Background: an optimization exercise with open tools, aiming at small area. Do not read the settings as production practice. RTL that was checked went through simulation tests only; none was proved equivalent to the original. Only the layout flow was run in runs 1 and 2; the RTL was not checked for function there. The clock port is modelled as an ideal driver; clocking choices that lean on that would not hold on a real chip.

## flow/run.sh

```bash
#!/bin/bash
# synth_recipe.tcl (not shown) runs the flow's synth.tcl, then flattens the netlist and writes it again
# the make line also repeats each setting of config.mk as NAME=value (left out here)
make -C /OpenROAD-flow-scripts/flow DESIGN_CONFIG=/design/flow/config.mk WORK_HOME=/design/flow/orfs CLKGATE_MAP_FILE= SYNTH_SCRIPT=/design/flow/synth_recipe.tcl finish
```

## flow/config.mk

```make
export PLATFORM = sky130hd
export DESIGN_NAME = cpu
export DESIGN_NICKNAME = cpu
export VERILOG_FILES = /design/flow/design.v
export SDC_FILE = /design/flow/constraint.sdc
export NUM_CORES = 4
export LEC_CHECK = 0
export ABC_AREA = 1
export CAP_MARGIN = 20
export CORE_MARGIN = 2
export CORE_UTILIZATION = 40
export SLEW_MARGIN = 20
```

## flow/constraint.sdc

```tcl
create_clock -name core_clock -period 20.0 [get_ports {clk}]
set_input_delay 4.0000 -clock core_clock [delete_from_list [all_inputs] [get_ports {clk}]]
set_output_delay 4.0000 -clock core_clock [all_outputs]
set_load 0.01 [all_outputs]
```

## flow/design.v

```verilog
module cpu(input         clk, reset,
           input  [15:0] dataout, instruction,
           output        MemRd, MemWr,
           output [15:0] datain, instrAddr, dataAddr);
  reg  [15:0] pc;                       
  reg  [15:0] ins;                      
  reg         regwrE, memrdE, memwrE;   
  reg         fmeE;
  reg  [1:0]  wbE;
  reg  [2:0]  rdE;
  reg  [15:0] resE, sdE;
  reg         regwrM, memrdM, memwrM;   
  reg  [1:0]  wbM;
  reg  [2:0]  rdM;
  reg  [15:0] aluM, dinM;
  reg         regwrW;                   
  reg  [2:0]  rdW;
  reg  [15:0] wdW;
  reg  [15:0] r1, r2, r3, r4, r5, r6, r7;
  wire [3:0] op = ins[15:12];
  wire       m  = ins[11];
  wire isAnd  = op == 4'b0000;
  wire isSub  = op == 4'b0010;
  wire isAndi = op == 4'b0100;
  wire isLw   = op == 4'b0101;
  wire isLb   = op == 4'b0110;
  wire isSw   = op == 4'b0111;
  wire isBr   = op[3:2] == 2'b10;
  wire isJc   = op[3:1] == 3'b110;      
  wire isCall = op == 4'b1101;
  wire isRet  = op == 4'b1110;
  wire isSv   = op == 4'b1111;
  wire rtype  = op[3:2] == 2'b00 && op[1:0] != 2'b11;    
  wire itype  = !op[3] && !rtype;                        
  wire regWrD = rtype || (itype && !isSw) || isCall;
  wire memRdD = isLw || isLb;
  wire memWrD = isSw || isSv;
  wire killF  = op[3] && !isSv;
  reg [2:0] rs1, rs2, rd;
  always @(*) begin
    if (isRet)                 rs1 = 3'b111;
    else if (isSv || (isBr && m)) rs1 = 3'b000;
    else if (itype || isBr)    rs1 = ins[7:5];
    else                       rs1 = ins[8:6];
    if (isSv)                  rs2 = ins[11:9];
    else if (itype || isBr)    rs2 = ins[10:8];
    else                       rs2 = ins[5:3];
    if (isCall)                rd = 3'b111;
    else if (itype && !isSw)   rd = ins[10:8];
    else                       rd = ins[11:9];
  end
  function [15:0] rfread(input [2:0] a, input [15:0] x1, x2, x3, x4, x5, x6, x7);
    case (a)
      3'd1: rfread = x1;
      3'd2: rfread = x2;
      3'd3: rfread = x3;
      3'd4: rfread = x4;
      3'd5: rfread = x5;
      3'd6: rfread = x6;
      3'd7: rfread = x7;
      default: rfread = 16'd0;
    endcase
  endfunction
  wire [15:0] wdM = wbM == 2'b01 ? dataout :
                    wbM[1]       ? {{8{wbM[0] & dataout[7]}}, dataout[7:0]} :
                                   aluM;
  wire e1 = rs1 != 0 && rs1 == rdE && regwrE;
  wire m1 = rs1 != 0 && rs1 == rdM && regwrM;
  wire e2 = rs2 != 0 && rs2 == rdE && regwrE;
  wire m2 = rs2 != 0 && rs2 == rdM && regwrM;
  wire [15:0] A  = e1 ? resE : m1 ? wdM : rfread(rs1, r1, r2, r3, r4, r5, r6, r7);
  wire [15:0] F2 = e2 ? resE : m2 ? wdM : rfread(rs2, r1, r2, r3, r4, r5, r6, r7);
  wire fwdME = memrdE && memWrD && rdE == rdM;
  wire stall = memrdE && (e1 || e2) && !fwdME;
  wire [15:0] imm  = {{11{ins[4] && !isAndi}}, ins[4:0]};
  wire [15:0] B    = itype ? imm : F2;
  wire        sub  = isSub || isBr;
  wire [15:0] sum  = A + (sub ? ~B : B) + {15'd0, sub};
  wire [15:0] res  = isCall ? pc : (isAnd || isAndi) ? (A & B) : sum;
  wire Z = sum == 16'd0;
  wire N = sum[15];
  wire V = (A[15] ^ F2[15]) & (A[15] ^ sum[15]);
  wire taken = isBr && (op[1] ? (Z ^ op[0]) : (op[0] ? (N == V) : (Z || N != V)));
  wire [15:0] pc2 = pc + 16'd2;
  wire [15:0] bt  = pc + {{11{ins[4]}}, ins[4:0]} + 16'hfffe;
  wire [15:0] pcn = taken ? bt :
                    isJc  ? {pc[15:13], ins[11:0], 1'b0} :
                    isRet ? r7 :
                    killF ? pc : pc2;
  always @(negedge clk, posedge reset)
    if (reset) begin
      pc <= 16'd0; ins <= 16'd0;
      regwrE <= 1'b0; memrdE <= 1'b0; memwrE <= 1'b0;
      regwrM <= 1'b0; memrdM <= 1'b0; memwrM <= 1'b0;
      regwrW <= 1'b0;
    end else begin
      if (!stall) begin
        pc  <= pcn;
        ins <= killF ? 16'd0 : instruction;
      end
      regwrE <= regWrD && !stall;
      memwrE <= memWrD && !stall;
      memrdE <= memRdD;
      regwrM <= regwrE; memrdM <= memrdE; memwrM <= memwrE;
      regwrW <= regwrM;
    end
  always @(negedge clk) begin
    rdE  <= rd;
    wbE  <= {isLb, isLw || (isLb && m)};
    resE <= res;
    sdE  <= isSv ? {{7{ins[8]}}, ins[8:0]} : F2;
    fmeE <= memrdE && isSw && rdE == rdM;
    rdM  <= rdE; wbM <= wbE; aluM <= resE;
    dinM <= fmeE ? dataout : sdE;
    rdW  <= rdM; wdW <= wdM;
  end
  always @(posedge clk)
    if (regwrW)
      case (rdW)
        3'd1: r1 <= wdW;
        3'd2: r2 <= wdW;
        3'd3: r3 <= wdW;
        3'd4: r4 <= wdW;
        3'd5: r5 <= wdW;
        3'd6: r6 <= wdW;
        3'd7: r7 <= wdW;
        default: ;
      endcase
  assign instrAddr = pc;
  assign dataAddr  = aluM;
  assign datain    = dinM;
  assign MemWr     = memwrM;
  assign MemRd     = memrdM;
endmodule
```

==> summary.txt, run 1 <==
Finish
  • Final Non-Filler Cells: 2241
  • Nets@finish: 1857
  • Final Core Density: 0.487
  • Ant. Diodes: 0
  • Layout fillers: 3180
  • Area growth from synthesis to layout: 19.9%
  • Layout cells sized above 1: 0.0756

CTS
  • Hold Buf Count CTS: 0
  • CTS buffer count: 28
  • H-tree levels: 1
  • CTS clock-pin slew for the worst setup and hold paths: 0.05 ns
  • Clk sinks: 245
  • Worst-skew pair later-pin latency: 0.60 ns
  • Root Driver: clkbuf_16
  • Max clock buf depth: 3
  • CTS tree: built
  • Setup Buffers After CTS: 0
  • Quantity of gates resized following cts: 0

Yosys
  • Most common cell in the netlist: nand2_1
  • Post-Syn Area: 13300 um2
  • Area leader, netlist: edfxtp_1
  • Top cells by area, synth: edfxtp_1, dfxtp_1, nand2_1, dfrtn_1, inv_1
  • Synth warnings: 1
  • Share of the synthesized area in the top cell type: 0.254
  • Post-synth EDFFs: 112
  • Cells after synthesis: 1606
  • Post-synthesis async set-or-reset flop share: 0.159
  • Synthesized area per cell: 8.25 um2
  • Synth Register Bits: 245
  • Top cells by count, synth: nand2_1, inv_1, nand3_1
  • Syn_nets: 1686
  • Sequential area share after synthesis: 0.469
  • Post-synth cell types: 53
  • Dominant synthesized flop cell: edfxtp_1

Routing
  • Total Wirelength: 46.1 mm
  • Via count: 12456
  • DRC: 0
  • 1st-iter DRT viols: 1595
  • Vias/cell: 5.56
  • DRT Pass-1 Iters: 6
  • Post-route ant nets: 0
  • Average routed wire per standard cell: 20.6 um

Placed design
  • I/O Buffers: 83
  • GPL Wtd Cong: 0.963
  • DP HPWL: 33.5 mm
  • Cell total after placement: 2096

Die
  • Starting Density: 0.406
  • Rows: 66
  • Die area: 34600 um2
  • Chip width: 186 um
  • Core area: 32600 um2
  • Io pins: 84
  • Overall die height: 186 um

STA
  • Final number of hold-violating endpoints: 0
  • Max-slew violations: 0
  • Worst slew pin tran: 1.18 ns
  • RSZ-0062 raised after global routing: false
  • Rel. slew slack: 0.211
  • Final Skew: 0.0639 ns
  • Final setup fails: 0
  • WHS: 0.305 ns
  • Final-layout setup total negative slack: 0 ns

Global routing
  • Vias in the first global route: 11804
  • Largest net degree at the start of global routing: 40
  • Initial antenna violation count: 1
  • First-pass GRT wire length: 69.8 mm
  • Total track usage: 0.268
  • Gr ovfl total: 0

Setup path
  • Startpoint types: primary input
  • Worst path most repeated cell: nand2_1
  • CP Max Fanout: 13
  • Crit path DAT: 8.91 ns
  • WP data required: 10.39 ns
  • Setup Crit Path Kind: primary input to flip-flop
  • Setup crit end kind: flip-flop
  • Slowest cell on the critical path: clkdlybuf4s50_1
  • Worst path max stage delay: 0.48 ns

Status
  • Outcome: finished clean

Flow run
  • MaxCap Viol Count: 0

Worst hold path
  • Min-delay worst type: flip-flop to flip-flop
==> cells in the final DEF, fill, tap and decap left out, types with 14 or more instances in the layout <==
cell type        netlist  routed
nand2_1              380     380
nand4_1               27      27
buf_4                  7      20
clkbuf_16              0      32
a31oi_1               31      31
xor2_1                34      34
clkdlybuf4s50_1        0      83
mux2_2                16      16
dfxtp_1               94      94
o21ai_0              118     118
xnor2_1               14      14
inv_1                193     285
a21oi_1               68      67
nand3_1              122     122
dfrtn_1               39      39
o22ai_1               29      29
nor2_1                97      97
ha_1                  44      44
a22oi_1               20      20
edfxtp_1             112     112
==> routing by layer <==
metal	global-route usage	vias up	part of all wire
met5	0	-	0
met4	0.0907	0	0.034
met3	0.0417	97	0.092
met2	0.411	663	0.43
met1	0.385	5891	0.44
li1	-	5805	-
==> worst paths after layout <==
check                                  from                  end  slack [ns]  cells after the start
max in group asynchronous             reset    pc[9]$_DFFE_NP0P_        5.80                      3
min                        memwrE$_DFF_NP0_     memwrM$_DFF_NP0_        0.30                      0
min in group asynchronous             reset  ins[15]$_DFFE_NP0N_       13.78                      3
max                              dataout[1]   pc[12]$_DFFE_NP0P_        1.48                     34
max reg2reg                 r7[2]$_DFFE_PP_   pc[12]$_DFFE_NP0P_        4.58                     33
min reg2reg                memwrE$_DFF_NP0_     memwrM$_DFF_NP0_        0.30                      0
==> cells by family after synthesis <==
group	synth area share
simple gates	0.221
mux	0.0143
buf+inv	0.0771
compound gates	0.142
xor+xnor	0.0317
flops	0.469
fa+ha+maj	0.0446
==> per-stage QoR <==
stage	instance area, um2	worst slack, ns
floorplan	13300	2.28
global placement	14600	1.11
detailed placement	14600	1.03
CTS	15900	1.57
global route	15900	0.893
finish	15900	1.48
==> worst max-delay path: cells and delay by family <==
kind | cells | cell delay (ns)
AND/OR/NAND/NOR | 21 | 2.11
buffers and inverters | 4 | 0.79
adder cells (fa/ha/maj) | 1 | 0.44
AO/OA/AOI/OAI | 6 | 1.24
XOR/XNOR | 2 | 0.31
==> layout make-up <==
type	count	area [um2]	share of cell area
clock buffers	35	822	0.0517
clock inverters	111	508	0.0320
inverters	202	761	0.0479
multi-input cells	1103	6040	0.380
flip-flops and latches	245	6220	0.391
well taps	442	553	0.0348
repair buffers	103	981	0.0617
==> run 2: changes to the inputs <==
--- a/flow/design.v
+++ b/flow/design.v
@@ -14,7 +14,4 @@
   reg  [2:0]  rdM;
   reg  [15:0] aluM, dinM;
-  reg         regwrW;                   
-  reg  [2:0]  rdW;
-  reg  [15:0] wdW;
   reg  [15:0] r1, r2, r3, r4, r5, r6, r7;
   wire [3:0] op = ins[15:12];
@@ -93,5 +90,4 @@
       regwrE <= 1'b0; memrdE <= 1'b0; memwrE <= 1'b0;
       regwrM <= 1'b0; memrdM <= 1'b0; memwrM <= 1'b0;
-      regwrW <= 1'b0;
     end else begin
       if (!stall) begin
@@ -103,5 +99,4 @@
       memrdE <= memRdD;
       regwrM <= regwrE; memrdM <= memrdE; memwrM <= memwrE;
-      regwrW <= regwrM;
     end
   always @(negedge clk) begin
@@ -113,16 +108,15 @@
     rdM  <= rdE; wbM <= wbE; aluM <= resE;
     dinM <= fmeE ? dataout : sdE;
-    rdW  <= rdM; wdW <= wdM;
   end
-  always @(posedge clk)
-    if (regwrW)
-      case (rdW)
-        3'd1: r1 <= wdW;
-        3'd2: r2 <= wdW;
-        3'd3: r3 <= wdW;
-        3'd4: r4 <= wdW;
-        3'd5: r5 <= wdW;
-        3'd6: r6 <= wdW;
-        3'd7: r7 <= wdW;
+  always @(negedge clk)
+    if (regwrM)
+      case (rdM)
+        3'd1: r1 <= wdM;
+        3'd2: r2 <= wdM;
+        3'd3: r3 <= wdM;
+        3'd4: r4 <= wdM;
+        3'd5: r5 <= wdM;
+        3'd6: r6 <= wdM;
+        3'd7: r7 <= wdM;
         default: ;
       endcase
==> run 2 against run 1 <==
  * Highest routed layer unchanged
  * Wire length decreased by 0.64%
  * Final area fell by 0.34%
  * Setup slack worse by 0.80 ns
  * Critical path depth is 3 lower
  * Synthesized cell count fell by 2.1%
==> summary.txt, run 2 <==
Routing
  • 1st-iter DRT viols: 1502 (-5.8%)
  • Vias/cell: 5.57 (+0.13%)
  • Total Wirelength: 45.8 mm (-0.64%)
  • DRT Pass-1 Iters: 6 (unchanged)
  • DRC: 0 (unchanged)
  • Post-route ant nets: 0 (unchanged)
  • Via count: 12584 (+1.0%)
  • Average routed wire per standard cell: 20.2 um (-1.5%)

Global routing
  • First-pass GRT wire length: 69.5 mm (-0.41%)
  • Total track usage: 0.271 (+0.00243)
  • Initial antenna violation count: 0 (-1)
  • Vias in the first global route: 12459 (+5.5%)
  • Gr ovfl total: 0 (unchanged)
  • Largest net degree at the start of global routing: 39 (-2.5%)

CTS
  • CTS clock-pin slew for the worst setup and hold paths: 0.04 ns (about the same)
  • Setup Buffers After CTS: 0 (unchanged)
  • Hold Buf Count CTS: 0 (unchanged)
  • CTS buffer count: 28 (unchanged)
  • Root Driver: clkbuf_16
  • Worst-skew pair later-pin latency: 0.62 ns (+0.02 ns)
  • Quantity of gates resized following cts: 0 (unchanged)
  • Clk sinks: 225 (-8.2%)
  • CTS tree: built
  • H-tree levels: 1 (unchanged)
  • Max clock buf depth: 3 (unchanged)

Yosys
  • Syn_nets: 1653 (-2.0%)
  • Top cells by area, synth: edfxtp_1, dfxtp_1, nand2_1, dfrtn_1, inv_1
  • Post-synthesis async set-or-reset flop share: 0.169 (+0.00971)
  • Synthesized area per cell: 8.17 um2 (-0.98%)
  • Top cells by count, synth: nand2_1, inv_1, o21ai_0
  • Cells after synthesis: 1573 (-2.1%)
  • Synth warnings: 1 (unchanged)
  • Sequential area share after synthesis: 0.452 (-0.0170)
  • Post-synth cell types: 51 (-3.8%)
  • Dominant synthesized flop cell: edfxtp_1
  • Most common cell in the netlist: nand2_1
  • Post-Syn Area: 12900 um2 (-3.0%)
  • Area leader, netlist: edfxtp_1
  • Post-synth EDFFs: 112 (unchanged)
  • Share of the synthesized area in the top cell type: 0.262 (+0.00788)
  • Synth Register Bits: 225 (-8.2%)

Die
  • Die area: 33600 um2 (-3.0%)
  • Rows: 65 (-1.5%)
  • Overall die height: 183 um (-1.5%)
  • Starting Density: 0.406 (about the same)
  • Core area: 31600 um2 (-3.0%)
  • Chip width: 183 um (-1.5%)
  • Io pins: 84 (unchanged)

Finish
  • Layout fillers: 3064 (-3.6%)
  • Commonest non-fill, non-tap cell in the layout: inv_1
  • Layout cells sized above 1: 0.0764 (+0.000788)
  • Nets@finish: 1917 (+3.2%)
  • Ant. Diodes: 0 (unchanged)
  • Area growth from synthesis to layout: 23.2%
  • Highest-count cells in the layout ignoring fill and taps: inv_1, nand2_1, o21ai_0

Placed design
  • DP HPWL: 33.2 mm (-1.1%)
  • I/O Buffers: 83 (unchanged)
  • GPL Wtd Cong: 0.944 (-2.0%)

Setup path
  • Worst path most repeated cell: nand2_1
  • Setup crit end kind: flip-flop
  • Startpoint types: primary input
  • WP data required: 10.39 ns (about the same)
  • Setup Crit Path Kind: primary input to flip-flop
  • Crit path DAT: 9.71 ns (+0.80 ns)
  • CP Max Fanout: 21 (+8)
  • Worst path max stage delay: 0.47 ns (about the same)
  • Slowest cell on the critical path: clkdlybuf4s50_1

Status
  • Outcome: finished clean

STA
  • Rel. slew slack: 0.327 (+0.115)
  • Max-slew violations: 0 (unchanged)
  • Final Skew: 0.0825 ns (+0.0186 ns)
  • Worst slew pin tran: 1.01 ns (-0.175 ns)
  • RSZ-0062 raised after global routing: false
  • Final-layout setup total negative slack: 0 ns (unchanged)
  • Final setup fails: 0 (unchanged)
  • Final number of hold-violating endpoints: 0 (unchanged)
  • WHS: 0.298 ns (-0.00719 ns)

Worst hold path
  • Min-delay worst type: flip-flop to flip-flop

Flow run
  • MaxCap Viol Count: 0 (unchanged)
[run 2: changes by cell type in the layout (fill, tap and decap cells not counted), sizes merged, moves of 6 or more]
cell,delta
a22oi,-12
a31oi,-11
o221ai,+9
o21ai,+11
nand3,-29
nor3,-6
bufinv,+6
inv,+91
a2111oi,+8
dfxtp,-19
o22ai,+16
nor2,+6
[run 2: final timing paths]
| path | cells after the start | slack [ns] | end | from |
|---|---|---|---|---|
| min | 0 | 0.30 | memwrM$_DFF_NP0_ | memwrE$_DFF_NP0_ |
| min reg2reg | 0 | 0.30 | memwrM$_DFF_NP0_ | memwrE$_DFF_NP0_ |
| max | 31 | 0.68 | pc[12]$_DFFE_NP0P_ | dataout[1] |
| min in group asynchronous | 3 | 13.77 | memrdM$_DFF_NP0_ | reset |
| max in group asynchronous | 3 | 5.83 | pc[6]$_DFFE_NP0P_ | reset |
| max reg2reg | 37 | 11.95 | pc[12]$_DFFE_NP0P_ | ins[15]$_DFFE_NP0N_ |
[run 2: critical path, delay by kind of cell]
kind / cells / cell delay (ns)
and+or+nand+nor: 19 / 2.91
AOI/OAI and AO/OA: 7 / 1.39
buffers and inverters: 2 / 0.56
xor gates and xnor gates: 2 / 0.43
adders and majority gates: 1 / 0.43
[run 2: layer usage]
metal  wire [um]  track usage
met5           0            0
met4        1770        0.127
met3        4350       0.0681
met2       20100        0.413
met1       19600        0.360
[run 2: cell families (layout without fill, tap and decap cells)]
group	count (synthesis)	after routing	synth area share
AOI/OAI and AO/OA	333	333	0.154
muxes	17	17	0.0148
DFF	225	225	0.452
buffers and inverters	258	544	0.0786
xor gates and xnor gates	48	48	0.0327
adders and majority gates	46	46	0.0459
and+or+nand+nor	646	646	0.221
[run 2: layout make-up]
cell class | instances | area (um2) | share of cell area
repair buffers | 103 | 981 | 0.0619
clock inverters | 208 | 998 | 0.0630
multi-input cells | 1090 | 6050 | 0.382
flip-flops and latches | 225 | 5820 | 0.367
well taps | 402 | 503 | 0.0318
inverters | 202 | 758 | 0.0479
clock buffers | 31 | 733 | 0.0463
[run 2: metrics by stage]
step	util	instances	setup WS, ns	instance area, um2
final	0.501	2261	0.677	15800
after global routing	0.501	2261	0.0456	15800
after CTS	0.500	2261	0.854	15800
after detailed placement	0.446	2023	0.317	14100
after global placement	0.446	2023	0.518	14100
after floorplan	-	1573	2.03	12900
==> run 3: changes to the inputs <==
--- a/flow/design.v
+++ b/flow/design.v
@@ -4,5 +4,7 @@
            output [15:0] datain, instrAddr, dataAddr);
   reg  [15:0] pc;                       
-  reg  [15:0] ins;                      
+  reg  [15:9] insHi;                    
+  reg  [8:0]  insLo;
+  wire [15:0] ins = {insHi, insLo};
   reg         regwrE, memrdE, memwrE;   
   reg         fmeE;
@@ -59,4 +61,36 @@
     endcase
   endfunction
+  function [15:0] add16(input [15:0] a, b, input cin);
+    integer i;
+    reg c;
+    begin
+      c = cin;
+      for (i = 0; i < 16; i = i + 1) begin
+        add16[i] = a[i] ^ b[i] ^ c;
+        c = (a[i] & b[i]) | (c & (a[i] ^ b[i]));
+      end
+    end
+  endfunction
+  function [15:0] pfx16(input [15:0] a, b, input cin);
+    integer i, l;
+    reg [15:0] g, p, G, P;
+    begin
+      g = a & b;
+      p = a ^ b;
+      G = g; P = p;
+      G[0] = g[0] | (p[0] & cin);
+      for (l = 0; l < 4; l = l + 1)
+        for (i = (2 << l) - 1; i < 16; i = i + (2 << l)) begin
+          G[i] = G[i] | (P[i] & G[i - (1 << l)]);
+          P[i] = P[i] & P[i - (1 << l)];
+        end
+      for (l = 2; l >= 0; l = l - 1)
+        for (i = 3 * (1 << l) - 1; i < 16; i = i + (2 << l)) begin
+          G[i] = G[i] | (P[i] & G[i - (1 << l)]);
+          P[i] = P[i] & P[i - (1 << l)];
+        end
+      pfx16 = p ^ {G[14:0], cin};
+    end
+  endfunction
   wire [15:0] wdM = wbM == 2'b01 ? dataout :
                     wbM[1]       ? {{8{wbM[0] & dataout[7]}}, dataout[7:0]} :
@@ -73,5 +107,5 @@
   wire [15:0] B    = itype ? imm : F2;
   wire        sub  = isSub || isBr;
-  wire [15:0] sum  = A + (sub ? ~B : B) + {15'd0, sub};
+  wire [15:0] sum  = pfx16(A, sub ? ~B : B, sub);
   wire [15:0] res  = isCall ? pc : (isAnd || isAndi) ? (A & B) : sum;
   wire Z = sum == 16'd0;
@@ -79,6 +113,23 @@
   wire V = (A[15] ^ F2[15]) & (A[15] ^ sum[15]);
   wire taken = isBr && (op[1] ? (Z ^ op[0]) : (op[0] ? (N == V) : (Z || N != V)));
-  wire [15:0] pc2 = pc + 16'd2;
-  wire [15:0] bt  = pc + {{11{ins[4]}}, ins[4:0]} + 16'hfffe;
+  wire [5:0]  off = {ins[4], ins[4:0]} + 6'b111110;
+  wire [15:0] lo2 = add16({10'd0, pc[5:0]}, 16'd2, 1'b0);
+  wire [15:0] lob = add16({10'd0, pc[5:0]}, {10'd0, off}, 1'b0);
+  wire [9:0]  hi  = pc[15:6];
+  wire [9:0]  hiInc, hiDec;
+  wire [10:0] ci, bi;                    
+  assign ci[0] = 1'b1;
+  assign bi[0] = 1'b1;
+  genvar g;
+  generate
+    for (g = 0; g < 10; g = g + 1) begin : incdec
+      assign hiInc[g]  = hi[g] ^ ci[g];
+      assign hiDec[g]  = hi[g] ^ bi[g];
+      assign ci[g + 1] = ci[g] & hi[g];
+      assign bi[g + 1] = bi[g] & !hi[g];
+    end
+  endgenerate
+  wire [15:0] pc2 = {lo2[6] ? hiInc : hi, lo2[5:0]};
+  wire [15:0] bt  = {lob[6] == off[5] ? hi : lob[6] ? hiInc : hiDec, lob[5:0]};
   wire [15:0] pcn = taken ? bt :
                     isJc  ? {pc[15:13], ins[11:0], 1'b0} :
@@ -87,11 +138,11 @@
   always @(negedge clk, posedge reset)
     if (reset) begin
-      pc <= 16'd0; ins <= 16'd0;
+      pc <= 16'd0; insHi <= 7'd0;
       regwrE <= 1'b0; memrdE <= 1'b0; memwrE <= 1'b0;
       regwrM <= 1'b0; memrdM <= 1'b0; memwrM <= 1'b0;
     end else begin
       if (!stall) begin
-        pc  <= pcn;
-        ins <= killF ? 16'd0 : instruction;
+        pc         <= pcn;
+        insHi      <= killF ? 7'd0 : instruction[15:9];
       end
       regwrE <= regWrD && !stall;
@@ -100,4 +151,6 @@
       regwrM <= regwrE; memrdM <= memrdE; memwrM <= memwrE;
     end
+  always @(negedge clk)
+    if (!stall) insLo <= killF ? 9'd0 : instruction[8:0];
   always @(negedge clk) begin
     rdE  <= rd;
==> flow/flow/run.sh (new file) <==
#!/bin/bash
# The standard layout with 1x port buffers, one inverter for the
# falling-edge clock and a clock tree of small buffers without dummy loads.
# Each step's output goes to a log of its own in this folder.
set -euo pipefail
here=$(cd "$(dirname "${BASH_SOURCE[0]}")" && pwd)
export BUFFER_PORTS_ARGS="-buffer_cell sky130_fd_sc_hd__buf_1"
export CTS_ARGS="-sink_clustering_enable -repair_clock_nets -dont_use_dummy_load -buf_list \"sky130_fd_sc_hd__clkbuf_4 sky130_fd_sc_hd__clkbuf_8\" -sink_clustering_size 10 -sink_clustering_max_diameter 40"
export PRE_CTS_TCL="$here/pre_cts.tcl"
bash standard.sh synth > synth.log 2>&1
bash standard.sh floorplan > floorplan.log 2>&1
bash standard.sh place > place.log 2>&1
bash standard.sh cts > cts.log 2>&1
bash standard.sh finish > finish.log 2>&1
==> flow/flow/pre_cts.tcl (new file) <==
# Keep the one inverter that makes the falling-edge clock instead of cloning it
# next to every flip-flop; clock_tree_synthesis buffers the net it drives.
proc repair_clock_inverters {args} {
  puts "repair_clock_inverters skipped"
}
==> flow/standard.sh (new file) <==
#!/bin/bash
# synth_recipe.tcl (not shown) runs the flow's synth.tcl, then flattens the netlist and writes it again
# the make line also repeats each setting of config.mk as NAME=value (left out here)
make -C /OpenROAD-flow-scripts/flow DESIGN_CONFIG=/design/flow/config.mk WORK_HOME=/design/flow/orfs CLKGATE_MAP_FILE= SYNTH_SCRIPT=/design/flow/synth_recipe.tcl "${@:-finish}"
removed: flow/run.sh
==> run 3 against run 2 <==
  * Wire length decreased by 10%
  * Setup slack improved by 0.65 ns
  * Utilization fell by 5.4 points
  * First-iteration DRC count decreased by 24%
  * Sequential share of layout area up 6.4 points
  * Still clean
  * Final cell count is 15% lower
  * Register-to-register slack got worse by 0.63 ns
==> summary.txt, run 3 <==
Global routing
  • Total track usage: 0.252 (-0.0181)
  • Largest net degree at the start of global routing: 36 (-7.7%)
  • First-pass GRT wire length: 62.1 mm (-11%)
  • Initial antenna violation count: 0 (unchanged)
  • Gr ovfl total: 0 (unchanged)
  • Vias in the first global route: 10262 (-18%)

Setup path
  • Slowest cell on the critical path: fa_1
  • Reg2reg end: pc[14]$_DFFE_NP0P_
  • CP delay by family, top: compound AO/OA/AOI/OAI gates
  • Reg2reg setup slack: 11.32 ns (-0.63 ns)
  • CP Max Fanout: 25 (+19%)
  • Crit path DAT: 9.56 ns (-0.15 ns)
  • WP data required: 10.89 ns (+0.50 ns)
  • Setup Crit Path Kind: primary input to flip-flop
  • CP startpoint: dataout[1]
  • Buf/Inv on CP: 4 (+2)
  • Worst path max stage delay: 0.53 ns (+0.06 ns)
  • Path length in cells of the critical path: 32 (+3.2%)
  • Worst r2r path cells: 39 (+5.4%)
  • Worst path most repeated cell: o21ai_0
  • Worst Setup EP: pc[14]$_DFFE_NP0P_
  • Startpoint types: primary input
  • Setup crit end kind: flip-flop
  • RR Startpoint: insHi[15]$_DFFE_NP0N_

CTS
  • Worst-skew pair later-pin latency: 1.05 ns (+0.43 ns)
  • CTS clock-pin slew for the worst setup and hold paths: 0.05 ns (about the same)
  • Quantity of gates resized following cts: 0 (unchanged)
  • Setup Buffers After CTS: 0 (unchanged)
  • CTS tree: built
  • Hold Buf Count CTS: 0 (unchanged)

Placed design
  • DP HPWL: 30.6 mm (-7.7%)
  • DP Worst Slack: 0.330 ns (+0.0129 ns)
  • I/O Buffers: 83 (unchanged)
  • GPL Wtd Cong: 0.947 (+0.40%)

Yosys
  • Post-synthesis async set-or-reset flop share: 0.129 (-0.0400)
  • Post-synth cell types: 53 (+3.9%)
  • Top cells by count, synth: nand2_1, inv_1, edfxtp_1
  • Post-synth EDFFs: 121 (+8.0%)
  • Most common cell in the netlist: nand2_1
  • Synth warnings: 1 (unchanged)
  • Share of the synthesized area in the top cell type: 0.295 (+0.0333)
  • Sequential area share after synthesis: 0.476 (+0.0233)
  • Area leader, netlist: edfxtp_1
  • Syn_nets: 1508 (-8.8%)
  • Top cells by area, synth: edfxtp_1, dfxtp_1, nand2_1, dfrtn_1, inv_1
  • Post-Syn Area: 12300 um2 (-4.2%)
  • Cells after synthesis: 1427 (-9.3%)
  • Dominant synthesized flop cell: edfxtp_1
  • Synthesized area per cell: 8.63 um2 (+5.7%)
  • Synth Register Bits: 225 (unchanged)

Routing
  • 1st-iter DRT viols: 1149 (-24%)
  • Total Wirelength: 41.1 mm (-10%)
  • Via count: 10685 (-15%)
  • Vias/cell: 5.57 (about the same)
  • Post-route ant nets: 0 (unchanged)
  • Average routed wire per standard cell: 21.4 um (+5.9%)
  • DRT Pass-1 Iters: 6 (unchanged)
  • DRC: 0 (unchanged)

Finish
  • Highest-count cells in the layout ignoring fill and taps: nand2_1, inv_1, edfxtp_1
  • Final Core Density: 0.446 (-0.0542)
  • Nets@finish: 1606 (-16%)
  • Layout cells sized above 1: 0.0840 (+0.00766)
  • Area growth from synthesis to layout: 10.2%
  • Ant. Diodes: 0 (unchanged)
  • Commonest non-fill, non-tap cell in the layout: nand2_1
  • Layout fillers: 3040 (-0.78%)

Die
  • Overall die height: 180 um (-2.1%)
  • Starting Density: 0.405 (-0.00143)
  • Core area: 30400 um2 (-3.8%)
  • Die area: 32200 um2 (-4.1%)
  • Chip width: 180 um (-2.1%)
  • Io pins: 84 (unchanged)
  • Rows: 64 (-1.5%)

STA
  • Final setup fails: 0 (unchanged)
  • Worst slew pin tran: 1.11 ns (+0.105 ns)
  • Final Worst Setup Slack: 1.33 ns (+0.650 ns)
  • Final number of hold-violating endpoints: 0 (unchanged)
  • Final Skew: 0.0632 ns (-0.0193 ns)
  • Rel. slew slack: 0.254 (-0.0723)
  • Final-layout setup total negative slack: 0 ns (unchanged)
  • RSZ-0062 raised after global routing: false
  • Max-slew violations: 0 (unchanged)

Worst hold path
  • Min-delay worst type: flip-flop to flip-flop

Flow run
  • MaxCap Viol Count: 0 (unchanged)

Status
  • Outcome: finished clean
run 3: cell types whose count changed after synthesis, sizes merged, moves of 9 or more:
cell / before / now
xor2: 36 / 23
mux2: 16 / 3
nand3: 98 / 109
fa: 2 / 13
o221ai: 17 / 3
o22ai: 45 / 26
dfrtn: 38 / 29
ha: 44 / 34
inv: 201 / 170
edfxtp: 112 / 121
o21ai: 130 / 118
nand2: 395 / 324
a22oi: 8 / 25
run 3: worst register-to-register path: cells and delay by family (launching register included):
family                   cells  cell delay (ns)
AND/OR/NAND/NOR             18             3.57
AO/OA/AOI/OAI               14             2.63
buffers and inverters        4             0.69
XOR/XNOR                     1             0.14
flip-flops                   1             0.53
adder cells (fa/ha/maj)      2             1.00
run 3: area by class of cell:
class                      count  area [um2]  share of cell area
sequential                   225        5860               0.432
multi-input combinational    977        5570               0.410
inverter                     175         661              0.0486
timing repair buffer         112         529              0.0390
tap                          396         495              0.0365
clock buffer                  34         468              0.0344
run 3: kinds of logic after synthesis:
family | synth area share
xor gates and xnor gates | 0.0234
AOI/OAI and AO/OA | 0.152
and+or+nand+nor | 0.218
adders and majority gates | 0.0556
DFF | 0.476
buffers and inverters | 0.0728
muxes | 0.00274
run 3: through the flow:
step,instance area [um2],hold WS [ns],instances
floorplan,12300,0.292,1427
global placement,13100,0.295,1885
detailed placement,13100,0.295,1885
CTS,13600,0.295,1919
global route,13600,0.320,1919
finish,13600,0.295,1919
run 3: worst min path at each step:
stage                            end             start  cells past startpoint  slack (ns)
finish              memwrM$_DFF_NP0_  memwrE$_DFF_NP0_                      0        0.29
global route        memwrM$_DFF_NP0_  memwrE$_DFF_NP0_                      0        0.32
CTS                 memwrM$_DFF_NP0_  memwrE$_DFF_NP0_                      0        0.30
detailed placement  memwrM$_DFF_NP0_  memwrE$_DFF_NP0_                      0        0.30
global placement    memwrM$_DFF_NP0_  memwrE$_DFF_NP0_                      0        0.30
floorplan           memwrM$_DFF_NP0_  memwrE$_DFF_NP0_                      0        0.29
run 3: layer usage:
| layer | global-route usage | part of all wire | vias up |
|---|---|---|---|
| li1 | - | - | 5065 |
| met1 | 0.338 | 0.42 | 4983 |
| met2 | 0.399 | 0.45 | 527 |
| met3 | 0.0442 | 0.084 | 110 |
| met4 | 0.119 | 0.041 | 0 |
| met5 | 0 | 0 | - |
==> run 4: changes to the inputs <==
--- a/flow/flow/run.sh
+++ b/flow/flow/run.sh
@@ -6,5 +6,5 @@
 here=$(cd "$(dirname "${BASH_SOURCE[0]}")" && pwd)
 export BUFFER_PORTS_ARGS="-buffer_cell sky130_fd_sc_hd__buf_1"
-export CTS_ARGS="-sink_clustering_enable -repair_clock_nets -dont_use_dummy_load -buf_list \"sky130_fd_sc_hd__clkbuf_4 sky130_fd_sc_hd__clkbuf_8\" -sink_clustering_size 10 -sink_clustering_max_diameter 40"
+export CTS_ARGS="-sink_clustering_enable -repair_clock_nets -dont_use_dummy_load -buf_list sky130_fd_sc_hd__clkbuf_8 -sink_clustering_size 16 -sink_clustering_max_diameter 60 -delay_buffer_derate 0"
 export PRE_CTS_TCL="$here/pre_cts.tcl"
 bash standard.sh synth > synth.log 2>&1
--- a/flow/config.mk
+++ b/flow/config.mk
@@ -7,6 +7,7 @@
 export LEC_CHECK = 0
 export ABC_AREA = 1
-export CAP_MARGIN = 20
+export CAP_MARGIN = 5
 export CORE_MARGIN = 2
 export CORE_UTILIZATION = 40
-export SLEW_MARGIN = 20
+export GPL_TIMING_DRIVEN = 0
+export SLEW_MARGIN = 5
==> run 4 against run 3 <==
  * Critical path type unchanged
  * Largest cell class unchanged
  * Critical path depth up 1
  * Global-route usage rose by 1.3 points
  * Synthesized cell count stayed put
  * Wire length is 5.0% higher
==> summary.txt, run 4 <==
Finish
  • Highest-count cells in the layout ignoring fill and taps: nand2_1, inv_1, edfxtp_1
  • Area growth from synthesis to layout: 11.4%
  • Ant. Diodes: 0 (unchanged)
  • Commonest non-fill, non-tap cell in the layout: nand2_1
  • Final Non-Filler Cells: 1948 (+1.5%)
  • Layout fillers: 3038 (-0.066%)
  • Nets@finish: 1635 (+1.8%)
  • Footprint of the multi-input gates: 5580 um2 (+0.27%)
  • Layout cells sized above 1: 0.0818 (-0.00221)
  • FF+latch area: 5860 um2 (about the same)

STA
  • RSZ-0062 raised after global routing: false
  • Final Skew: 0.0482 ns (-0.0150 ns)
  • Final setup fails: 0 (unchanged)
  • Final Worst Setup Slack: 0.671 ns (-0.656 ns)
  • Rel. slew slack: 0.138 (-0.116)
  • Max-slew violations: 0 (unchanged)
  • Worst slew pin tran: 1.28 ns (+0.167 ns)
  • Final number of hold-violating endpoints: 0 (unchanged)
  • Final-layout setup total negative slack: 0 ns (unchanged)

Setup path
  • Reg2reg setup slack: 11.50 ns (+0.18 ns)
  • Buf/Inv on CP: 4 (unchanged)
  • CP delay by family, top: compound AO/OA/AOI/OAI gates
  • Crit path DAT: 10.23 ns (+0.67 ns)
  • Slowest cell on the critical path: o21ai_0
  • Path length in cells of the critical path: 33 (+3.1%)
  • CP Max Fanout: 9 (-64%)
  • Reg2reg end: pc[14]$_DFFE_NP0P_
  • Worst r2r path cells: 42 (+7.7%)
  • Setup Crit Path Kind: primary input to flip-flop
  • Worst path most repeated cell: nand2_1
  • RR Startpoint: insHi[15]$_DFFE_NP0N_
  • Worst path max stage delay: 0.90 ns (+0.37 ns)
  • Setup crit end kind: flip-flop
  • Startpoint types: primary input
  • WP data required: 10.90 ns (about the same)

Global routing
  • Total track usage: 0.266 (+0.0131)
  • Largest net degree at the start of global routing: 30 (-17%)
  • Gr ovfl total: 0 (unchanged)
  • Vias in the first global route: 10782 (+5.1%)
  • First-pass GRT wire length: 65.1 mm (+4.9%)
  • Initial antenna violation count: 1 (+1)

Yosys
  • Sequential area share after synthesis: 0.476 (unchanged)
  • Synth warnings: 1 (unchanged)
  • Dominant synthesized flop cell: edfxtp_1
  • Synth Register Bits: 225 (unchanged)
  • Top cells by area, synth: edfxtp_1, dfxtp_1, nand2_1, dfrtn_1, inv_1
  • Synthesized area per cell: 8.63 um2 (unchanged)
  • Post-Syn Area: 12300 um2 (unchanged)
  • Top cells by count, synth: nand2_1, inv_1, edfxtp_1
  • Syn_nets: 1508 (unchanged)
  • Post-synth EDFFs: 121 (unchanged)
  • Share of the synthesized area in the top cell type: 0.295 (unchanged)
  • Most common cell in the netlist: nand2_1
  • Area leader, netlist: edfxtp_1
  • Cells after synthesis: 1427 (unchanged)
  • Post-synthesis async set-or-reset flop share: 0.129 (unchanged)
  • Post-synth cell types: 53 (unchanged)

CTS
  • Hold Buf Count CTS: 0 (unchanged)
  • Quantity of gates resized following cts: 0 (unchanged)
  • CTS clock-pin slew for the worst setup and hold paths: 0.05 ns (about the same)
  • Worst-skew pair later-pin latency: 1.05 ns (about the same)
  • Setup Buffers After CTS: 0 (unchanged)
  • CTS tree: built

Routing
  • Average routed wire per standard cell: 22.2 um (+3.4%)
  • Total Wirelength: 43.2 mm (+5.0%)
  • DRC: 0 (unchanged)
  • 1st-iter DRT viols: 1348 (+17%)
  • Post-route ant nets: 0 (unchanged)
  • Via count: 10995 (+2.9%)
  • Vias/cell: 5.64 (+1.4%)
  • DRT Pass-1 Iters: 7 (+1)

Die
  • Chip width: 180 um (unchanged)
  • Overall die height: 180 um (unchanged)
  • Rows: 64 (unchanged)
  • Core area: 30400 um2 (unchanged)
  • Io pins: 84 (unchanged)
  • Starting Density: 0.405 (unchanged)
  • Die area: 32200 um2 (unchanged)

Flow run
  • MaxCap Viol Count: 0 (unchanged)

Placed design
  • DP Worst Slack: -0.468 ns (-0.797 ns)
  • GPL Wtd Cong: 0.937 (-1.1%)
  • I/O Buffers: 83 (unchanged)
  • DP HPWL: 33.0 mm (+8.0%)
  • Cell total after placement: 1914 (+1.5%)

Worst hold path
  • HP Start: memwrE$_DFF_NP0_
  • Hold Path Sink: memwrM$_DFF_NP0_
  • Min-delay worst type: flip-flop to flip-flop
  • Cell count of the worst hold path: 0 (unchanged)

Status
  • Outcome: finished clean
==> run 4: cell counts after synthesis <==
No cell type changed its count.
==> run 4: cell type report <==
class | instances | share of cell area
sequential | 225 | 0.427
multi-input combinational | 977 | 0.407
inverter | 175 | 0.0481
timing repair buffer | 91 | 0.0304
tap | 396 | 0.0361
clock buffer | 34 | 0.0341
buffer | 50 | 0.0172
==> run 4: worst reg2reg max path, delay by kind of cell (launching register included) <==
family	cells	cell delay [ns]
AND/OR/NAND/NOR	18	3.06
buffers and inverters	7	1.12
XOR/XNOR	1	0.15
flip-flops	1	0.38
adder cells (fa/ha/maj)	2	1.01
AO/OA/AOI/OAI	14	2.64
==> run 4: metal layers <==
metal	up-vias	global-route usage	routed length, um
met5	-	0	10
met4	2	0.124	1680
met3	102	0.0350	3280
met2	590	0.432	20100
met1	5177	0.352	18100
li1	5124	-	-
==> run 4: how the worst max path moves through the flow <==
stage,start,end,slack [ns]
finish,dataout[2],pc[14]$_DFFE_NP0P_,0.67
global route,dataout[2],pc[15]$_DFFE_NP0P_,0.05
CTS,dataout[1],pc[14]$_DFFE_NP0P_,0.60
detailed placement,dataout[1],pc[14]$_DFFE_NP0P_,-0.47
global placement,dataout[1],pc[15]$_DFFE_NP0P_,-0.35
floorplan,dataout[1],pc[15]$_DFFE_NP0P_,1.18
==> run 4: kinds of logic (layout without fill, tap and decap cells) <==
group                      count (synthesis)  in the layout  share of synthesized area
AOI/OAI and AO/OA                        316            316                      0.152
muxes                                      3              3                    0.00274
buffers and inverters                    225            350                     0.0728
and+or+nand+nor                          579            579                      0.218
adders and majority gates                 47             47                     0.0556
xor gates and xnor gates                  32             32                     0.0234
DFF                                      225            225                      0.476
==> run 4: through the flow <==
step | hold slack, ns | area (um2) | utilization
after CTS | 0.295 | 13700 | 0.451
after global routing | 0.320 | 13700 | 0.451
after global placement | 0.294 | 13100 | 0.431
after detailed placement | 0.295 | 13300 | 0.436
final | 0.294 | 13700 | 0.451
after floorplan | 0.292 | 12300 | -
==> run 5: changes to the inputs <==
--- a/flow/flow/run.sh
+++ b/flow/flow/run.sh
@@ -6,5 +6,5 @@
 here=$(cd "$(dirname "${BASH_SOURCE[0]}")" && pwd)
 export BUFFER_PORTS_ARGS="-buffer_cell sky130_fd_sc_hd__buf_1"
-export CTS_ARGS="-sink_clustering_enable -repair_clock_nets -dont_use_dummy_load -buf_list sky130_fd_sc_hd__clkbuf_8 -sink_clustering_size 16 -sink_clustering_max_diameter 60 -delay_buffer_derate 0"
+export CTS_ARGS="-sink_clustering_enable -repair_clock_nets -dont_use_dummy_load -buf_list sky130_fd_sc_hd__clkbuf_8 -sink_clustering_size 16 -sink_clustering_max_diameter 60"
 export PRE_CTS_TCL="$here/pre_cts.tcl"
 bash standard.sh synth > synth.log 2>&1
--- a/flow/config.mk
+++ b/flow/config.mk
@@ -7,7 +7,6 @@
 export LEC_CHECK = 0
 export ABC_AREA = 1
-export CAP_MARGIN = 5
+export CAP_MARGIN = 20
 export CORE_MARGIN = 2
 export CORE_UTILIZATION = 40
-export GPL_TIMING_DRIVEN = 0
-export SLEW_MARGIN = 5
+export SLEW_MARGIN = 20
==> run 5 against run 4 <==
  * Still clean
  * Setup slack better by 0.66 ns
  * Synthesized cell count stayed put
  * Clock skew is 0.015 ns higher
  * Sequential share of layout area is 0.44 points higher
  * Utilization is 0.45 points lower
  * Count of clock-buffer cells in the layout stayed put
  * Largest cell class unchanged
  * Via count is 2.8% lower
  * Global-route usage is 1.3 points lower
  * Final cell count is 1.5% lower
  * Critical path type unchanged
  * Critical path depth is 1 lower
==> summary.txt, run 5 <==
Status
  • Outcome: finished clean

Global routing
  • First-pass GRT wire length: 62.1 mm (-4.7%)
  • Gr ovfl total: 0 (unchanged)
  • Initial antenna violation count: 0 (-1)
  • Largest net degree at the start of global routing: 36 (+20%)
  • Vias in the first global route: 10262 (-4.8%)
  • Total track usage: 0.252 (-0.0131)

Placed design
  • I/O Buffers: 83 (unchanged)
  • DP HPWL: 30.6 mm (-7.4%)
  • GPL Wtd Cong: 0.947 (+1.1%)
  • DP Worst Slack: 0.330 ns (+0.797 ns)

CTS
  • Worst-skew pair later-pin latency: 1.05 ns (about the same)
  • Quantity of gates resized following cts: 0 (unchanged)
  • CTS clock-pin slew for the worst setup and hold paths: 0.05 ns (about the same)
  • Hold Buf Count CTS: 0 (unchanged)
  • Setup Buffers After CTS: 0 (unchanged)
  • CTS tree: built

Flow run
  • MaxCap Viol Count: 0 (unchanged)

Die
  • Core area: 30400 um2 (unchanged)
  • Io pins: 84 (unchanged)
  • Rows: 64 (unchanged)
  • Die area: 32200 um2 (unchanged)
  • Starting Density: 0.405 (unchanged)
  • Overall die height: 180 um (unchanged)
  • Chip width: 180 um (unchanged)

Yosys
  • Top cells by count, synth: nand2_1, inv_1, edfxtp_1
  • Syn_nets: 1508 (unchanged)
  • Cells after synthesis: 1427 (unchanged)
  • Share of the synthesized area in the top cell type: 0.295 (unchanged)
  • Post-synth cell types: 53 (unchanged)
  • Area leader, netlist: edfxtp_1
  • Most common cell in the netlist: nand2_1
  • Dominant synthesized flop cell: edfxtp_1
  • Synth Register Bits: 225 (unchanged)
  • Sequential area share after synthesis: 0.476 (unchanged)
  • Post-Syn Area: 12300 um2 (unchanged)
  • Synth warnings: 1 (unchanged)
  • Post-synthesis async set-or-reset flop share: 0.129 (unchanged)
  • Post-synth EDFFs: 121 (unchanged)
  • Top cells by area, synth: edfxtp_1, dfxtp_1, nand2_1, dfrtn_1, inv_1
  • Synthesized area per cell: 8.63 um2 (unchanged)

STA
  • Final Worst Setup Slack: 1.33 ns (+0.656 ns)
  • RSZ-0062 raised after global routing: false
  • Rel. slew slack: 0.254 (+0.116)
  • Max-slew violations: 0 (unchanged)
  • Final-layout setup total negative slack: 0 ns (unchanged)
  • WHS: 0.295 ns (+0.00113 ns)
  • Final setup fails: 0 (unchanged)
  • Final number of hold-violating endpoints: 0 (unchanged)
  • Final Skew: 0.0632 ns (+0.0150 ns)
  • Worst slew pin tran: 1.11 ns (-0.167 ns)

Setup path
  • CP Max Fanout: 25 (+16)
  • Slowest cell on the critical path: fa_1
  • Worst path max stage delay: 0.53 ns (-0.37 ns)
  • Crit path DAT: 9.56 ns (-0.67 ns)
  • Startpoint types: primary input
  • Worst path most repeated cell: o21ai_0
  • Buf/Inv on CP: 4 (unchanged)
  • WP data required: 10.89 ns (about the same)
  • CP delay by family, top: compound AO/OA/AOI/OAI gates
  • Setup Crit Path Kind: primary input to flip-flop
  • Setup crit end kind: flip-flop

Finish
  • FF+latch area: 5860 um2 (about the same)
  • Nets@finish: 1606 (-1.8%)
  • Area growth from synthesis to layout: 10.2%
  • Footprint of the multi-input gates: 5570 um2 (-0.27%)
  • Highest-count cells in the layout ignoring fill and taps: nand2_1, inv_1, edfxtp_1
  • Layout fillers: 3040 (+0.066%)
  • Ant. Diodes: 0 (unchanged)
  • Layout cells sized above 1: 0.0840 (+0.00221)
  • Commonest non-fill, non-tap cell in the layout: nand2_1
  • Final Core Density: 0.446 (-0.00452)

Routing
  • Met2 Wirelength: 18.6 mm (-7.6%)
  • Total Wirelength: 41.1 mm (-4.8%)
  • 1st-iter DRT viols: 1149 (-15%)
  • DRT Pass-1 Iters: 6 (-1)
  • DRC: 0 (unchanged)
  • Uppermost layer routed: met4
  • Post-route ant nets: 0 (unchanged)
  • DR WL met3: 3.44 mm (+5.0%)
  • Vias/cell: 5.57 (-1.4%)
  • Via count: 10685 (-2.8%)
  • Wl on met1: 17.4 mm (-3.8%)
  • Average routed wire per standard cell: 21.4 um (-3.3%)

Worst hold path
  • Min-delay worst type: flip-flop to flip-flop
run 5: final timing paths:
check,start,end,slack [ns],cells past startpoint
setup reg to reg,insHi[15]$_DFFE_NP0N_,pc[14]$_DFFE_NP0P_,11.32,39
hold / removal,memwrE$_DFF_NP0_,memwrM$_DFF_NP0_,0.29,0
min in group asynchronous,reset,insHi[11]$_DFFE_NP0N_,12.88,3
setup / recovery,dataout[1],pc[14]$_DFFE_NP0P_,1.33,32
max in group asynchronous,reset,pc[2]$_DFFE_NP0P_,6.78,3
hold reg to reg,memwrE$_DFF_NP0_,memwrM$_DFF_NP0_,0.29,0
run 5: metrics by stage:
step / std cells / instance area [um2]
2_1_floorplan: 1427 / 12300
3_3_place_gp: 1885 / 13100
3_5_place_dp: 1885 / 13100
4_1_cts: 1919 / 13600
5_1_grt: 1919 / 13600
6_report: 1919 / 13600
run 5: metal layers:
metal	vias to the layer above	track usage
met5	-	0
met4	0	0.119
met3	110	0.0442
met2	527	0.399
met1	4983	0.338
li1	5065	-
run 5: logic make-up after synthesis:
kind of cell	after synthesis	synth area share
flops	225	0.476
compound gates	316	0.152
buf+inv	225	0.0728
xor+xnor	32	0.0234
simple gates	579	0.218
fa+ha+maj	47	0.0556
mux	3	0.00274
run 5: cell type report:
class | count | share of cell area
inverter | 175 | 0.0486
clock buffer | 34 | 0.0344
sequential | 225 | 0.432
multi-input combinational | 977 | 0.410
tap | 396 | 0.0365
timing repair buffer | 112 | 0.0390
run 5: worst reg2reg max path, delay by kind of cell (launching register included):
kind | cells | cell delay [ns]
fa+ha+maj | 2 | 1.00
xor+xnor | 1 | 0.14
buf+inv | 4 | 0.69
simple gates | 18 | 3.57
flops | 1 | 0.53
compound gates | 14 | 2.63
==> run 6: changes to the inputs <==
--- a/flow/design.v
+++ b/flow/design.v
@@ -4,7 +4,5 @@
            output [15:0] datain, instrAddr, dataAddr);
   reg  [15:0] pc;                       
-  reg  [15:9] insHi;                    
-  reg  [8:0]  insLo;
-  wire [15:0] ins = {insHi, insLo};
+  reg  [15:0] ins;                      
   reg         regwrE, memrdE, memwrE;   
   reg         fmeE;
@@ -138,11 +136,11 @@
   always @(negedge clk, posedge reset)
     if (reset) begin
-      pc <= 16'd0; insHi <= 7'd0;
+      pc <= 16'd0; ins <= 16'd0;
       regwrE <= 1'b0; memrdE <= 1'b0; memwrE <= 1'b0;
       regwrM <= 1'b0; memrdM <= 1'b0; memwrM <= 1'b0;
     end else begin
       if (!stall) begin
-        pc         <= pcn;
-        insHi      <= killF ? 7'd0 : instruction[15:9];
+        pc  <= pcn;
+        ins <= killF ? 16'd0 : instruction;
       end
       regwrE <= regWrD && !stall;
@@ -151,6 +149,4 @@
       regwrM <= regwrE; memrdM <= memrdE; memwrM <= memwrE;
     end
-  always @(negedge clk)
-    if (!stall) insLo <= killF ? 9'd0 : instruction[8:0];
   always @(negedge clk) begin
     rdE  <= rd;
--- a/flow/flow/run.sh
+++ b/flow/flow/run.sh
@@ -6,5 +6,5 @@
 here=$(cd "$(dirname "${BASH_SOURCE[0]}")" && pwd)
 export BUFFER_PORTS_ARGS="-buffer_cell sky130_fd_sc_hd__buf_1"
-export CTS_ARGS="-sink_clustering_enable -repair_clock_nets -dont_use_dummy_load -buf_list sky130_fd_sc_hd__clkbuf_8 -sink_clustering_size 16 -sink_clustering_max_diameter 60"
+export CTS_ARGS="-sink_clustering_enable -repair_clock_nets -dont_use_dummy_load -buf_list sky130_fd_sc_hd__clkbuf_16 -sink_clustering_size 35 -sink_clustering_max_diameter 80 -delay_buffer_derate 0"
 export PRE_CTS_TCL="$here/pre_cts.tcl"
 bash standard.sh synth > synth.log 2>&1
--- a/flow/config.mk
+++ b/flow/config.mk
@@ -7,6 +7,7 @@
 export LEC_CHECK = 0
 export ABC_AREA = 1
-export CAP_MARGIN = 20
+export CAP_MARGIN = 5
 export CORE_MARGIN = 2
-export CORE_UTILIZATION = 40
-export SLEW_MARGIN = 20
+export CORE_UTILIZATION = 65
+export GPL_TIMING_DRIVEN = 0
+export SLEW_MARGIN = 5
==> run 6 against run 5 <==
  * Non-clock buffer count is 33 higher
  * Critical endpoint is now pc[8]$_DFFE_NP0P_
  * Global-route usage is 16 points higher
  * Highest routed layer is now met5
  * Critical path type unchanged
  * Final area is 0.69% higher
  * Synthesized cell count is 1.2% higher
  * Sequential cell count stayed put
  * First-iteration DRC count is 26% higher
==> summary.txt, run 6 <==
Setup path
  • RR Startpoint: ins[15]$_DFFE_NP0N_
  • Worst r2r path cells: 43 (+10%)
  • Startpoint types: primary input
  • Crit path DAT: 10.19 ns (+0.63 ns)
  • Setup Crit Path Kind: primary input to flip-flop
  • Setup crit end kind: flip-flop
  • Worst path most repeated cell: o21ai_0
  • Worst path max stage delay: 0.69 ns (+0.16 ns)
  • WP data required: 10.79 ns (-0.10 ns)
  • Slowest cell on the critical path: o21ai_1
  • Reg2reg setup slack: 11.72 ns (+0.40 ns)
  • Reg2reg end: pc[8]$_DFFE_NP0P_
  • CP Max Fanout: 9 (-64%)

Routing
  • DRT Pass-1 Iters: 7 (+1)
  • Via count: 11519 (+7.8%)
  • 1st-iter DRT viols: 1442 (+26%)
  • Average routed wire per standard cell: 22.7 um (+5.9%)
  • DR WL met3: 4.51 mm (+31%)
  • Met2 Wirelength: 18.9 mm (+1.6%)
  • Post-route ant nets: 0 (unchanged)
  • Uppermost layer routed: met5
  • Wl on met1: 14.9 mm (-14%)
  • DRC: 0 (unchanged)
  • Vias/cell: 6.40 (+15%)
  • Total Wirelength: 40.9 mm (-0.70%)

Finish
  • Ant. Diodes: 0 (unchanged)
  • Area growth from synthesis to layout: 12.5%
  • Highest-count cells in the layout ignoring fill and taps: nand2_1, inv_1, o21ai_0
  • Nets@finish: 1648 (+2.6%)
  • Layout cells sized above 1: 0.0671 (-0.0170)
  • Commonest non-fill, non-tap cell in the layout: nand2_1
  • Final non-filler cell area: 13700 um2 (+0.69%)

Placed design
  • Dpl cell area: 12900 um2 (-1.8%)
  • DP HPWL: 31.1 mm (+1.5%)
  • GPL Wtd Cong: 1.03 (+9.0%)
  • I/O Buffers: 83 (unchanged)

CTS
  • CTS tree: built
  • Setup Buffers After CTS: 0 (unchanged)
  • CTS clock-pin slew for the worst setup and hold paths: 0.05 ns (about the same)
  • Worst-skew pair later-pin latency: 1.00 ns (-0.05 ns)

STA
  • Final number of hold-violating endpoints: 0 (unchanged)
  • Final Skew: 0.0577 ns (-0.00553 ns)
  • Final setup fails: 0 (unchanged)
  • Worst slew pin tran: 1.26 ns (+0.152 ns)
  • Max-slew violations: 0 (unchanged)
  • WHS: 0.310 ns (+0.0157 ns)
  • RSZ-0062 raised after global routing: false
  • Rel. slew slack: 0.148 (-0.106)

Die
  • Die area: 19800 um2 (-39%)
  • Core area: 18500 um2 (-39%)
  • Rows: 50 (-22%)
  • Io pins: 84 (unchanged)
  • Starting Density: 0.657 (+0.252)
  • Overall die height: 141 um (-22%)
  • Chip width: 141 um (-22%)

Worst hold path
  • Hold Path Sink: memwrM$_DFF_NP0_
  • HP Start: memwrE$_DFF_NP0_
  • Cell count of the worst hold path: 0 (unchanged)
  • Min-delay worst type: flip-flop to flip-flop

Yosys
  • Synthesized area per cell: 8.42 um2 (-2.5%)
  • Top cells by area, synth: edfxtp_1, dfxtp_1, nand2_1, dfrtn_1, o21ai_0
  • Post-synth cell types: 51 (-3.8%)
  • Simple-gate share of the synthesized area: 0.192 (-0.0254)
  • Synth Area in Compound Gates: 0.168 (+0.0163)
  • Synth Register Bits: 225 (unchanged)
  • Share of the synthesized area in the top cell type: 0.277 (-0.0183)
  • Mux contribution to synthesized area: 0.00185 (-0.000889)
  • Synth warnings: 1 (unchanged)
  • Cells after synthesis: 1444 (+1.2%)
  • Post-synthesis async set-or-reset flop share: 0.169 (+0.0400)
  • Dominant synthesized flop cell: edfxtp_1
  • Post-synth EDFFs: 112 (-7.4%)
  • Main combinational cell family by area after synthesis: simple AND/OR/NAND/NOR gates
  • Post-synthesis adder-cell area fraction: 0.0564 (+0.000750)
  • Top cells by count, synth: nand2_1, inv_1, o21ai_0
  • Area leader, netlist: edfxtp_1
  • Post-Syn Area: 12200 um2 (-1.3%)
  • Syn_nets: 1525 (+1.1%)
  • Sequential area share after synthesis: 0.478 (+0.00271)
  • Xor/xnor share of the synthesized area: 0.0231 (-0.000303)
  • Most common cell in the netlist: nand2_1

Status
  • Outcome: finished clean

Global routing
  • Total track usage: 0.416 (+0.163)
  • Vias in the first global route: 10759 (+4.8%)
  • Largest net degree at the start of global routing: 39 (+8.3%)
  • Gr ovfl total: 0 (unchanged)
  • Initial antenna violation count: 1 (+1)
  • First-pass GRT wire length: 61.5 mm (-0.98%)

Flow run
  • MaxCap Viol Count: 0 (unchanged)
[run 6: cell types whose count changed in the layout (fill, tap and decap cells not counted), sizes merged, moves of 13 or more]
cell    change
a22oi      -17
a31oi      -13
clkbuf     +42
inv        +18
nand2      -19
nand4      -14
o21ai      +64
o22ai      +13
[run 6: cells by family (layout without fill, tap and decap cells)]
family,count (synthesis),in the layout
simple gates,536,536
mux,2,2
xor+xnor,32,32
buf+inv,245,366
fa+ha+maj,47,47
compound gates,357,357
flops,225,225
[run 6: worst max-delay path: cells and delay by family]
kind	cells	cell delay, ns
AND/OR/NAND/NOR	16	1.94
XOR/XNOR	1	0.12
AO/OA/AOI/OAI	13	3.26
adder cells (fa/ha/maj)	2	0.63
buffers and inverters	3	0.24
[run 6: cell type report]
| type | instances | area (um2) |
|---|---|---|
| Tap cell | 234 | 293 |
| Timing Repair Buffer | 89 | 407 |
| Multi-Input combinational cell | 974 | 5390 |
| Clock buffer | 32 | 801 |
| Sequential cell | 225 | 5820 |
| Inverter | 189 | 712 |
| Buffer | 56 | 256 |
| Fill cell | 1413 | 4840 |
[run 6: through the flow]
stage,setup TNS [ns],setup slack (ns),utilization,cells
floorplan,0,1.08,-,1444
finish,0,0.607,0.739,1799
global route,0,0.0309,0.739,1799
detailed placement,-8.07,-0.624,0.695,1767
global placement,-3.43,-0.333,0.689,1761
CTS,0,0.314,0.739,1799
[run 6: worst max path at each step]
stage	slack, ns	to	startpoint	depth (start not counted)
after floorplan	1.08	pc[6]$_DFFE_NP0P_	dataout[1]	33
after global placement	-0.33	pc[7]$_DFFE_NP0P_	dataout[3]	35
after detailed placement	-0.62	pc[6]$_DFFE_NP0P_	dataout[3]	35
after CTS	0.31	pc[8]$_DFFE_NP0P_	dataout[3]	35
after global routing	0.03	pc[8]$_DFFE_NP0P_	dataout[3]	35
final	0.61	pc[8]$_DFFE_NP0P_	dataout[3]	35
[run 6: per-layer routing]
| layer | GRT usage | vias to the layer above |
|---|---|---|
| li1 | - | 5139 |
| met1 | 0.533 | 5378 |
| met4 | 0.218 | 2 |
| met3 | 0.0785 | 177 |
| met2 | 0.677 | 823 |
| met5 | 0 | - |
[run 6: repair_timing]
| item | in CTS | in global routing |
|---|---|---|
| gates resized for setup | 0 | 1 |
| hold buffers | 0 | 0 |
| setup endpoints to repair | 0 | 3 |
